Source: an optimization exercise on an open RTL-to-GDS flow (aim: small area, a short achievable clock period and few clock cycles per item). Production flows keep margins and buffers that such runs may drop.
Only simulation tests tie the RTL to the original design; equivalence was not proved.

==> run a: inputs <==
==> flow/design.v (excerpt) <==
module alu32 #(
  parameter K = 2      
) (
input clk,
input reset,
input start,
input [31:0] A,
input [31:0] B,
input [2:0] S,
output done,
output [31:0] R
);
  localparam G  = (32 + K - 1) / K;   
  localparam GW = (G > 16) ? 5 : (G > 8) ? 4 : (G > 4) ? 3 : (G > 2) ? 2 : 1;
  wire [31:0] sum;
  wire [31:0] lres;
  alu_logic u_alu (.A(A), .B(B), .S(S), .sum(sum), .lres(lres));
  wire [4:0] la, lb;
  mod_msb ua (.x(A), .m(la));
  mod_msb ub (.x(B), .m(lb));
  wire [5:0] df = {1'b0, la} - {1'b0, lb};
  wire [4:0] gs = df[5] ? 5'd0 : ((df[4:0] + 5'd1) >> 1) | {df[4:0] == 5'd31, 4'd0};
  reg          busy;
  reg          done_r;
  reg [4:0]    g;
  reg [31:0]   rem;
  wire        first = ~busy & ~done_r;
  wire [4:0]  gc    = first ? gs : g;
  wire [65:0] a_sh  = {32'd0, A, 2'b00} >> {gc, 1'b0};
  reg  [1:0]  c_r;     
  wire [31:0] y1, y;
  mod_step u1 (.r(rem), .a(c_r[1]), .b(B), .y(y1));
  mod_step u2 (.r(first ? {1'b0, a_sh[33:3]} : y1), .a(first ? a_sh[2] : c_r[0]), .b(B), .y(y));
  always @(posedge clk or posedge reset) begin
    if (reset) begin
      busy <= 1'b0; done_r <= 1'b0; g <= 5'd0;
    end else if (!start) begin
      busy <= 1'b0; done_r <= 1'b0;
    end else if (!done_r) begin
      g <= gc - 5'd1;
      if (gc == 5'd0) begin busy <= 1'b0; done_r <= 1'b1; end
      else busy <= 1'b1;
    end
  end
  ...
==> module alu_logic, before the edit <==
module alu_logic (
input  [31:0] A,
input  [31:0] B,
input  [2:0]  S,
output [31:0] sum,
output [31:0] lres
);
  wire        sub = S[2] & ~S[0];
  wire [31:0] bx  = B ^ {32{sub}};
  wire [31:0] g0  = A & bx;
  wire [31:0] p0  = A ^ bx;
  reg  [31:0] G, P;
  integer l, i;
  always @* begin
    G = g0; P = p0;
    G[0] = g0[0] | (p0[0] & sub);
    for (l = 1; l < 32; l = l * 2)
      for (i = 2*l - 1; i < 32; i = i + 2*l) begin
        G[i] = G[i] | (P[i] & G[i-l]);
        P[i] = P[i] & P[i-l];
      end
    for (l = 16; l >= 1; l = l / 2)
      for (i = 3*l - 1; i < 32; i = i + 2*l) begin
        G[i] = G[i] | (P[i] & G[i-l]);
        P[i] = P[i] & P[i-l];
      end
  end
  wire [31:0] c  = {G[30:0], sub};
  wire [31:0] s  = p0 ^ c;
  wire        slt = (S[1:0] == 2'b00);
  assign sum = slt ? {31'd0, s[31]} : s;
  wire [31:0] o = p0 | g0;
  assign lres = S[1] ? (S[0] ? ~o : p0) : (S[0] ? o : g0);
endmodule
==> module alu32, before the edit <==
module alu32 #(
  parameter K = 2      
) (
input clk,
input reset,
input start,
input [31:0] A,
input [31:0] B,
input [2:0] S,
output done,
output [31:0] R
);
  localparam G  = (32 + K - 1) / K;   
  localparam GW = (G > 16) ? 5 : (G > 8) ? 4 : (G > 4) ? 3 : (G > 2) ? 2 : 1;
  wire [31:0] sum;
  wire [31:0] lres;
  alu_logic u_alu (.A(A), .B(B), .S(S), .sum(sum), .lres(lres));
  wire [4:0] la, lb;
  mod_msb ua (.x(A), .m(la));
  mod_msb ub (.x(B), .m(lb));
  wire [5:0] df = {1'b0, la} - {1'b0, lb};
  wire [4:0] gs = df[5] ? 5'd0 : ((df[4:0] + 5'd1) >> 1) | {df[4:0] == 5'd31, 4'd0};
  reg          busy;
  reg          done_r;
  reg [4:0]    g;
  reg [31:0]   rem;
  wire        first = ~busy & ~done_r;
  wire [4:0]  gc    = first ? gs : g;
  wire [65:0] a_sh  = {32'd0, A, 2'b00} >> {gc, 1'b0};
  reg  [1:0]  c_r;     
  wire [31:0] y1, y;
  mod_step u1 (.r(rem), .a(c_r[1]), .b(B), .y(y1));
  mod_step u2 (.r(first ? {1'b0, a_sh[33:3]} : y1), .a(first ? a_sh[2] : c_r[0]), .b(B), .y(y));
  always @(posedge clk or posedge reset) begin
    if (reset) begin
      busy <= 1'b0; done_r <= 1'b0; g <= 5'd0;
    end else if (!start) begin
      busy <= 1'b0; done_r <= 1'b0;
    end else if (!done_r) begin
      g <= gc - 5'd1;
      if (gc == 5'd0) begin busy <= 1'b0; done_r <= 1'b1; end
      else busy <= 1'b1;
    end
  end
  always @(posedge clk) begin
    if (start && !done_r) begin
      rem <= y;
      c_r <= a_sh[1:0];
    end
  end
  assign done = done_r;
  assign R = (S == 3'b111) ? rem : (S[2] ? sum : lres);
endmodule
==> module mod_msb, before the edit <==
module mod_msb (
input  [31:0] x,
output [4:0]  m
);
  wire [15:0] v1, p1;
  wire [7:0]  v2;
  wire [15:0] p2;
  wire [3:0]  v3;
  wire [11:0] p3;
  wire [1:0]  v4;
  wire [7:0]  p4;
  genvar i;
  generate
    for (i = 0; i < 16; i = i + 1) begin : l1
      assign v1[i] = x[2*i+1] | x[2*i];
      assign p1[i] = x[2*i+1];
    end
    for (i = 0; i < 8; i = i + 1) begin : l2
      assign v2[i] = v1[2*i+1] | v1[2*i];
      assign p2[2*i+1:2*i] = {v1[2*i+1], v1[2*i+1] ? p1[2*i+1] : p1[2*i]};
    end
    for (i = 0; i < 4; i = i + 1) begin : l3
      assign v3[i] = v2[2*i+1] | v2[2*i];
      assign p3[3*i+2:3*i] = {v2[2*i+1], v2[2*i+1] ? p2[4*i+3:4*i+2] : p2[4*i+1:4*i]};
    end
    for (i = 0; i < 2; i = i + 1) begin : l4
      assign v4[i] = v3[2*i+1] | v3[2*i];
      assign p4[4*i+3:4*i] = {v3[2*i+1], v3[2*i+1] ? p3[6*i+5:6*i+3] : p3[6*i+2:6*i]};
    end
  endgenerate
  assign m = {v4[1], v4[1] ? p4[7:4] : p4[3:0]};
endmodule
==> module mod_step, before the edit <==
module mod_step (
input  [31:0] r,
input         a,
input  [31:0] b,
output [31:0] y
);
  wire [32:0] x = {r, a};
  wire [32:0] nb = {1'b1, ~b};
  wire [32:0] g0 = x & nb;
  wire [32:0] p0 = x ^ nb;
  reg  [32:0] G, P;
  integer l, i;
  always @* begin
    G = g0; P = p0;
    G[0] = g0[0] | p0[0];
    for (l = 1; l < 33; l = l * 2)
      for (i = 2*l - 1; i < 33; i = i + 2*l) begin
        G[i] = G[i] | (P[i] & G[i-l]);
        P[i] = P[i] & P[i-l];
      end
    for (l = 16; l >= 1; l = l / 2)
      for (i = 3*l - 1; i < 33; i = i + 2*l) begin
        G[i] = G[i] | (P[i] & G[i-l]);
        P[i] = P[i] & P[i-l];
      end
  end
  wire [32:0] c = {G[31:0], 1'b1};
  wire nob = G[32];    
  wire [31:0] d = p0[31:0] ^ c[31:0];
  assign y = nob ? d : x[31:0];
endmodule
export LEC_CHECK = 0
export ABC_AREA = 0
export CAP_MARGIN = 20
export CORE_MARGIN = 2
export CORE_UTILIZATION = 55
export SLEW_MARGIN = 20
create_clock -name core_clock -period 24.0 [get_ports {clk}]
standard.sh (not shown) runs the stock make flow with config.mk's settings and CLKGATE_MAP_FILE= SYNTH_SCRIPT=/design/flow/synth_recipe.tcl, a recipe that flattens the netlist after the stock synthesis.
==> flow/flow/run.sh <==
#!/bin/bash
# The standard layout, with plain buf_2 port buffers, and timing repair
# aiming past the period.
set -euo pipefail
export BUFFER_PORTS_ARGS="-buffer_cell sky130_fd_sc_hd__buf_2"
export SETUP_SLACK_MARGIN=11.5
bash standard.sh > standard_flow.log 2>&1
==> run b: changes against run a <==
--- a/flow/design.v
+++ b/flow/design.v
@@ -7,3 +7,3 @@
 );
-  wire        sub = S[2] & ~S[0];
+  wire        sub = ~S[0];    
   wire [31:0] bx  = B ^ {32{sub}};
@@ -16,12 +16,8 @@
     G[0] = g0[0] | (p0[0] & sub);
-    for (l = 1; l < 32; l = l * 2)
-      for (i = 2*l - 1; i < 32; i = i + 2*l) begin
-        G[i] = G[i] | (P[i] & G[i-l]);
-        P[i] = P[i] & P[i-l];
-      end
-    for (l = 16; l >= 1; l = l / 2)
-      for (i = 3*l - 1; i < 32; i = i + 2*l) begin
-        G[i] = G[i] | (P[i] & G[i-l]);
-        P[i] = P[i] & P[i-l];
-      end
+    for (l = 0; l < 5; l = l + 1)
+      for (i = 0; i < 32; i = i + 1)
+        if ((i >> l) & 1) begin
+          G[i] = G[i] | (P[i] & G[((i >> l) << l) - 1]);
+          P[i] = P[i] & P[((i >> l) << l) - 1];
+        end
   end
@@ -32,3 +28,3 @@
   wire [31:0] o = p0 | g0;
-  assign lres = S[1] ? (S[0] ? ~o : p0) : (S[0] ? o : g0);
+  assign lres = S[1] ? (S[0] ? ~o : ~p0) : (S[0] ? o : A & ~g0);
 endmodule
@@ -97,5 +93,3 @@
 endmodule
-module alu32 #(
-  parameter K = 2      
-) (
+module alu32 (
 input clk,
@@ -109,4 +103,2 @@
 );
-  localparam G  = (32 + K - 1) / K;   
-  localparam GW = (G > 16) ? 5 : (G > 8) ? 4 : (G > 4) ? 3 : (G > 2) ? 2 : 1;
   wire [31:0] sum;
@@ -132,3 +124,3 @@
     if (reset) begin
-      busy <= 1'b0; done_r <= 1'b0; g <= 5'd0;
+      busy <= 1'b0; done_r <= 1'b0;
     end else if (!start) begin
@@ -136,3 +128,2 @@
     end else if (!done_r) begin
-      g <= gc - 5'd1;
       if (gc == 5'd0) begin busy <= 1'b0; done_r <= 1'b1; end
@@ -142,6 +133,5 @@
   always @(posedge clk) begin
-    if (start && !done_r) begin
-      rem <= y;
-      c_r <= a_sh[1:0];
-    end
+    g   <= gc - 5'd1;
+    c_r <= a_sh[1:0];
+    if (start && !done_r) rem <= y;
   end
==> flow/flow/run.sh (replaced) <==
#!/bin/bash
set -euo pipefail
export BUFFER_PORTS_ARGS="-buffer_cell sky130_fd_sc_hd__buf_2"
export SETUP_SLACK_MARGIN=11.5
bash standard.sh > standard_flow.log 2>&1
--- a/flow/config.mk
+++ b/flow/config.mk
@@ -7,3 +7,3 @@
 export LEC_CHECK = 0
-export ABC_AREA = 0
+export ABC_AREA = 1
 export CAP_MARGIN = 20
@@ -11,2 +11,3 @@
 export CORE_UTILIZATION = 55
+export CTS_BUF_LIST = sky130_fd_sc_hd__clkbuf_4 sky130_fd_sc_hd__clkbuf_8
 export SLEW_MARGIN = 20
==> run c: changes against run a <==
==> flow/design.v (replaced) <==
module alu_logic (
input  [31:0] A,
input  [31:0] B,
input  [2:0]  S,
output [31:0] sum,
output [31:0] lres
);
  wire        sub = S[2] & ~S[0];
  wire [31:0] bx  = B ^ {32{sub}};
  wire [31:0] g0  = A & bx;
  wire [31:0] p0  = A ^ bx;
  reg  [31:0] G, P;
  integer l, i;
  always @* begin
    G = g0; P = p0;
    G[0] = g0[0] | (p0[0] & sub);
    for (l = 0; l < 5; l = l + 1)
      for (i = 0; i < 32; i = i + 1)
        if ((i >> l) & 1) begin
          G[i] = G[i] | (P[i] & G[((i >> l) << l) - 1]);
          P[i] = P[i] & P[((i >> l) << l) - 1];
        end
  end
  wire [31:0] c  = {G[30:0], sub};
  wire [31:0] s  = p0 ^ c;
  wire        slt = (S[1:0] == 2'b00);
  assign sum = slt ? {31'd0, s[31]} : s;
  wire [31:0] o = p0 | g0;
  assign lres = S[1] ? (S[0] ? ~o : p0) : (S[0] ? o : g0);
endmodule
module mod_step (
input  [31:0] r,
input         a,
input  [31:0] b,
output [31:0] y
);
  wire [32:0] x = {r, a};
  wire [32:0] nb = {1'b1, ~b};
  wire [32:0] g0 = x & nb;
  wire [32:0] p0 = x ^ nb;
  reg  [32:0] G, P;
  integer l, i;
  always @* begin
    G = g0; P = p0;
    G[0] = g0[0] | p0[0];
    for (l = 0; l < 6; l = l + 1)
      for (i = 0; i < 33; i = i + 1)
        if ((i >> l) & 1) begin
          G[i] = G[i] | (P[i] & G[((i >> l) << l) - 1]);
          P[i] = P[i] & P[((i >> l) << l) - 1];
        end
  end
  wire [32:0] c = {G[31:0], 1'b1};
  wire nob = G[32];    
  wire [31:0] d = p0[31:0] ^ c[31:0];
  assign y = nob ? d : x[31:0];
endmodule
module alu32 #(
  parameter K = 2      
) (
input clk,
input reset,
input start,
input [31:0] A,
input [31:0] B,
input [2:0] S,
output done,
output [31:0] R
);
  localparam G  = (32 + K - 1) / K;   
  localparam GW = (G > 16) ? 5 : (G > 8) ? 4 : (G > 4) ? 3 : (G > 2) ? 2 : 1;
  wire [31:0] sum;
  wire [31:0] lres;
  alu_logic u_alu (.A(A), .B(B), .S(S), .sum(sum), .lres(lres));
  function [4:0] msb;   
    input [31:0] x;
    integer n;
    begin
      msb = 0;
      for (n = 0; n < 32; n = n + 1) if (x[n]) msb = n;
    end
  endfunction
  wire [4:0] la = msb(A);
  wire [4:0] lb = msb(B);
  wire [5:0] df = {1'b0, la} - {1'b0, lb};
  wire [4:0] dq = df[4:0] / K;
  wire [GW-1:0] gs = df[5] ? 0 : dq[GW-1:0];
  reg          busy;
  reg          done_r;
  reg [GW-1:0] g;
  reg [31:0]   rem;
  wire          first = ~busy & ~done_r;
  wire [GW-1:0] gc    = first ? gs : g;
  wire [K*G-1:0] a_ext = {{(K*G-32){1'b0}}, A};
  wire [K*G-1:0] a_sh  = a_ext >> (K * gc);
  wire [31+K:0] x_in   = {first ? {{K{1'b0}}, a_sh[31:K]} : rem, a_sh[K-1:0]};
  wire [31:0] yy [0:K];
  assign yy[K] = x_in[31+K:K];
  genvar j;
  generate for (j = K - 1; j >= 0; j = j - 1) begin : st
    mod_step u (.r(yy[j+1]), .a(x_in[j]), .b(B), .y(yy[j]));
  end endgenerate
  wire [31:0] y = yy[0];
  always @(posedge clk or posedge reset) begin
    if (reset) begin
      busy <= 1'b0; done_r <= 1'b0; g <= 0;
    end else if (!start) begin
      busy <= 1'b0; done_r <= 1'b0;
    end else if (!done_r) begin
      g <= gc - 1'b1;
      if (gc == 0) begin busy <= 1'b0; done_r <= 1'b1; end
      else busy <= 1'b1;
    end
  end
  always @(posedge clk) begin
    if (start && !done_r) rem <= y;
  end
  assign done = done_r;
  assign R = (S == 3'b111) ? rem : (S[2] ? sum : lres);
endmodule
==> flow/run.sh (new file) <==
#!/bin/bash
# synth_recipe.tcl (not shown) runs the flow's synth.tcl, then flattens the netlist and writes it again
# the make line also repeats each setting of config.mk as NAME=value (left out here)
make -C /OpenROAD-flow-scripts/flow DESIGN_CONFIG=/design/flow/config.mk WORK_HOME=/design/flow/orfs CLKGATE_MAP_FILE= SYNTH_SCRIPT=/design/flow/synth_recipe.tcl finish
--- a/flow/config.mk
+++ b/flow/config.mk
@@ -7,3 +7,3 @@
 export LEC_CHECK = 0
-export ABC_AREA = 0
+export ABC_AREA = 1
 export CAP_MARGIN = 20
removed: flow/flow/run.sh
removed: flow/standard.sh
==> out/metrics.cfg <==
[synthesis]
synth_cells=1863
synth_compound_area_share_pct=19.49
synth_nets=2102
synth-simple-area-share_pct=34.15

[grt]
busiest_layer=met2
grt_pass1_wl_um=61200
use_met3_pct=4.877

[sta]
hold_slack_ps=523.3

[cells_and_area]
nFillCells=2080
layout_common_cells=454 x nand2_1, 247 x inv_1, 229 x nand3_1

[run_status]
outcome=complete, no violations

[min_path]
min_to=busy
hold_start=busy

[clocking]
cts_setup_buffers=0
clock_sinks=41

[setup_path]
crit_fanout=10

[routing]
wl_met3_um=3998

Source of the figures above: run b

==> out/metrics.cfg <==
[routing]
wl_met3_um=3342

[setup_path]
crit_fanout=39
critical_path_class=input port to flip-flop
cp_common_cell=nand2_1

[cells_and_area]
layout_common_cells=519 x nand2_1, 264 x nand3_1, 209 x inv_1

[synthesis]
synth_cells=1760

[run_status]
outcome=complete, no violations

[grt]
busiest_layer=met1
use_met3_pct=4.341

[min_path]
hold_start=g[2]

[sta]
hold_slack_ps=486.5

Source of the figures above: run c

==> out/metrics.cfg <==
[cells_and_area]
multi_input_area_share_pct=73.16
layout_common_cells=152 x inv_1, 121 x ha_1, 109 x o21ai_0

[synthesis]
synth_nets=1683
synth_compound_area_share_pct=28.31
synth-simple-area-share_pct=13.25
synth_cells=1430

[routing]
wl_met3_um=4667

[min_path]
hold_start=g[4]
min_to=g[4]

[sta]
hold_slack_ps=482.2

[clocking]
clock_sinks=41
cts_setup_buffers=24

[grt]
use_met3_pct=8.375
grt_pass1_wl_um=62530
busiest_layer=met2

[run_status]
outcome=complete, no violations

Source of the figures above: run a

Testbench counts of run a, summed over its fixed seeds: cycles 5,650, mods 1,200.
Testbench counts of run b, summed over its fixed seeds: cycles 5,650, mods 1,200.
Testbench counts of run c, summed over its fixed seeds: cycles 5,118, mods 1,200.

-- what the ideal ports hide --
In the flow no input, the clock included, has a driving cell. The finished layouts below were timed again as built, in two steps.
Step 1 (the two cells are an assumption about what drives the block):
set clk [get_ports {clk}]
set_driving_cell -lib_cell sky130_fd_sc_hd__clkbuf_16 $clk
set_driving_cell -lib_cell sky130_fd_sc_hd__buf_2 [delete_from_list [all_inputs] $clk]
Step 2 also shifts input and output timing later by t, the mid clock arrival at the registers, as if the neighbouring blocks saw the same clock.
Slacks: no drivers / after step 1 / after step 2; pairs: no drivers / after step 1.
| run | t, ns | slack for setup (ns) | worst setup path after step 2 |
|---|---|---|---|
| run a | 0.343 | 10.378 / 10.325 / 10.325 | input to output |
| run b | 0.355 | 11.712 / 11.681 / 11.681 | input to output |
| run c | 0.325 | 6.442 / 6.459 / 6.134 | input to register |
After both steps every run listed still meets setup and hold. The setup slack of run c, which loses most, moves by +0.017 ns with the drivers and by -0.308 ns with both steps.
